From an optimization exercise on the open Yosys and OpenROAD flow, aimed at small area and a short achievable clock period; shortcuts taken in it are not production practice. The RTL was checked by simulation tests, not by an equivalence proof against the original design.

== run a ==
## processor
module processor(clk, clear_n, load, dload, laddr, insload,
                 pc, rf_we, rf_waddr, rf_wdata, dm_we, dm_addr, dm_wdata);
input clk, clear_n, load, dload;
input [15:0] laddr, insload;
output [15:0] pc;
output rf_we;
output [3:0] rf_waddr;
output [15:0] rf_wdata;
output dm_we;
output [4:0] dm_addr;
output [15:0] dm_wdata;
integer i;
genvar b, k;
reg [15:0] pc_r;      
reg [15:0] ir;        
reg [15:0] a_r, b_r;  
reg        wr_r;      
reg        sw_r;      
reg [3:0]  rdn_r;     
reg [7:0]  ime [0:31];  
reg [7:0]  imo [0:31];  
reg [15:0] rf  [0:15];  
reg [15:0] rvalid;      
reg [15:0] dm  [0:31];  
wire rst;
iv1 urst(.a(clear_n), .y(rst));
wire run = ~rst;
wire [3:0] op = ir[15:12];
wire [3:0] rd = ir[3:0];
wire is_and = (op == 4'd0);
wire is_or  = (op == 4'd1);
wire is_add = (op == 4'd2);
wire is_sub = (op == 4'd6);
wire is_slt = (op == 4'd7);
wire is_lw  = (op == 4'd8);
wire is_mem = is_lw | (op == 4'd10);
wire is_bne = (op == 4'd14);
wire is_jmp = (op == 4'd15);
wire rf_wen = wr_r & run;
wire dm_wen = sw_r & run;
wire [4:0]  daddr = a_r[4:0] + {1'b0, rd};
wire [4:0]  dx;
wire [3:0]  dandn, dor;    
assign dx[4] = a_r[4];
generate
	for (b = 0; b < 4; b = b + 1) begin : dg
		xn2  ux(.a(a_r[b]), .b(rdn_r[b]), .y(dx[b]));
		orb  ua(.a(rdn_r[b]), .b(a_r[b]), .y(dandn[b]));
		orb  uo(.a(a_r[b]), .b(rdn_r[b]), .y(dor[b]));
	end
endgenerate
wire [4:1]  vand, vor, vandn, vorn;
generate
	for (b = 1; b < 5; b = b + 1) begin : dv
		xn2 u1(.a(dx[b]), .b(dandn[b-1]), .y(vand[b]));
		xr2 u2(.a(dx[b]), .b(dor[b-1]), .y(vor[b]));
  ...
Size: about 3900 cells after synthesis, roughly 95 I/O pins, ~57000 µm² of cells after synthesis.
==> flow/config.mk <==
export PLATFORM = sky130hd
export DESIGN_NAME = processor
export DESIGN_NICKNAME = processor
export VERILOG_FILES = /design/flow/design.v
export SDC_FILE = /design/flow/constraint.sdc
export NUM_CORES = 4
export LEC_CHECK = 0
export CAP_MARGIN = 10
export CORE_MARGIN = 2
export CORE_UTILIZATION = 60
export CTS_BUF_LIST = sky130_fd_sc_hd__clkbuf_8
export PLACE_DENSITY = 0.7
export SLEW_MARGIN = 10
export SYNTH_HIERARCHICAL = 1
export SYNTH_MINIMUM_KEEP_SIZE = 0
==> flow/constraint.sdc <==
create_clock -name core_clock -period 16.0 [get_ports {clk}]
set_input_delay 3.2000 -clock core_clock [delete_from_list [all_inputs] [get_ports {clk}]]
set_output_delay 3.2000 -clock core_clock [all_outputs]
set_load 0.01 [all_outputs]
standard.sh (not shown) runs the stock make flow with config.mk's settings and CLKGATE_MAP_FILE= SYNTH_SCRIPT=/design/flow/synth_recipe.tcl, a recipe that flattens the netlist after the stock synthesis.
==> flow/flow/run.sh <==
#!/bin/bash
# The standard layout (standard.sh: unchanged synthesis and steps) with
# these changes to how the layout is made; the clock period and SDC are unchanged:
#  - repair_timing aims for more setup slack than the design's 0.5 ns, so the
#    design is sized for a shorter achieved period;
#  - the reset input is placed next to the two outputs it gates;
#  - ports are buffered with buf_2 (the default pick can be a delay cell);
#  - CTS inserts no dummy loads and clusters up to 15 flip-flops per leaf buffer.
set -euo pipefail
here=$(pwd)
export SETUP_SLACK_MARGIN=9.1
export IO_CONSTRAINTS=$here/flow/io.tcl
export BUFFER_PORTS_ARGS="-buffer_cell sky130_fd_sc_hd__buf_2"
export CTS_ARGS="-sink_clustering_enable -repair_clock_nets -dont_use_dummy_load -buf_list sky130_fd_sc_hd__clkbuf_8 -sink_clustering_size 15 -sink_clustering_max_diameter 50"
bash standard.sh > standard_make.log 2>&1
==> flow/flow/io.tcl <==
# keep the reset input next to the two write-enable outputs it gates
set_io_pin_constraint -group -order -pin_names {rf_we clear_n dm_we}
diff inputs: run a => run b
# run a
export LEC_CHECK = 0
export CAP_MARGIN = 10
export CORE_MARGIN = 2
export CORE_UTILIZATION = 60
export CTS_BUF_LIST = sky130_fd_sc_hd__clkbuf_8
export PLACE_DENSITY = 0.7
export SLEW_MARGIN = 10
export SYNTH_HIERARCHICAL = 1
export SYNTH_MINIMUM_KEEP_SIZE = 0
create_clock -name core_clock -period 16.0 [get_ports {clk}]
# run b
export LEC_CHECK = 0
export CAP_MARGIN = 20
export CORE_MARGIN = 2
export CORE_UTILIZATION = 60
export CTS_BUF_LIST = sky130_fd_sc_hd__clkbuf_8
export PLACE_DENSITY = 0.7
export SLEW_MARGIN = 20
export SYNTH_HIERARCHICAL = 1
export SYNTH_MINIMUM_KEEP_SIZE = 0
create_clock -name core_clock -period 16.0 [get_ports {clk}]
--- a/flow/flow/run.sh
+++ b/flow/flow/run.sh
@@ -11 +11 @@
-export SETUP_SLACK_MARGIN=9.1
+export SETUP_SLACK_MARGIN=9.3
==> run notes <==
Every stage of the flow completed for run b, and the final layout passed the timing, DRC and antenna checks.
Run a completed end to end with timing, DRC and antenna clean.
Run b gives more growth of design area from synthesis to finish than run a did.
Going from run a to run b, utilization increased 0.37 points; worst hold slack decreased 5.3 ps; maximum vdd drop decreased 14%; cell area increased 350 µm²; wire length of the first global-routing pass essentially unchanged.
Run a → run b: number of antenna violations at the first check in global routing shows an increase of 4, buffer count excluding the clock tree in the final layout rose by 11, clock-buffer cell count went up.
met1 track demand over resource in global routing ends up lower on run b.
Number of hold buffers added after CTS came out exactly the same in run a and run b.

-- afterwards: timing with drivers on the ports --
No port has a modelled driver above. Below, the same layouts with a new extraction and two added sets of constraints.
Step 1 (the two cells are an assumption about what drives the block):
set clk [get_ports {clk}]
set_driving_cell -lib_cell sky130_fd_sc_hd__clkbuf_16 $clk
set_driving_cell -lib_cell sky130_fd_sc_hd__buf_2 [delete_from_list [all_inputs] $clk]
Step 2 moves the port delays by t, midway between the first and last clock arrival at a register: inputs arrive t later, outputs are due t later. That takes back most of the time a late clock gives input paths.
Slacks: ideal / step 1 / step 2; pairs: ideal / step 1.
run	t (ns)	setup slack, ns	hold slack, ns	worst setup path after step 2	slew at the worst register clock pin (ns)
run a	0.841	9.092 / 9.024 / 9.010	0.416 / 0.416 / 0.416	input to register	0.10 / 0.10
run b	0.848	9.085 / 9.015 / 9.038	0.411 / 0.411 / 0.411	input to register	0.10 / 0.10
After both steps every run listed still meets setup and hold. For run a, which loses most, drivers alone change the setup slack by -0.068 ns; drivers and shift together by -0.082 ns.
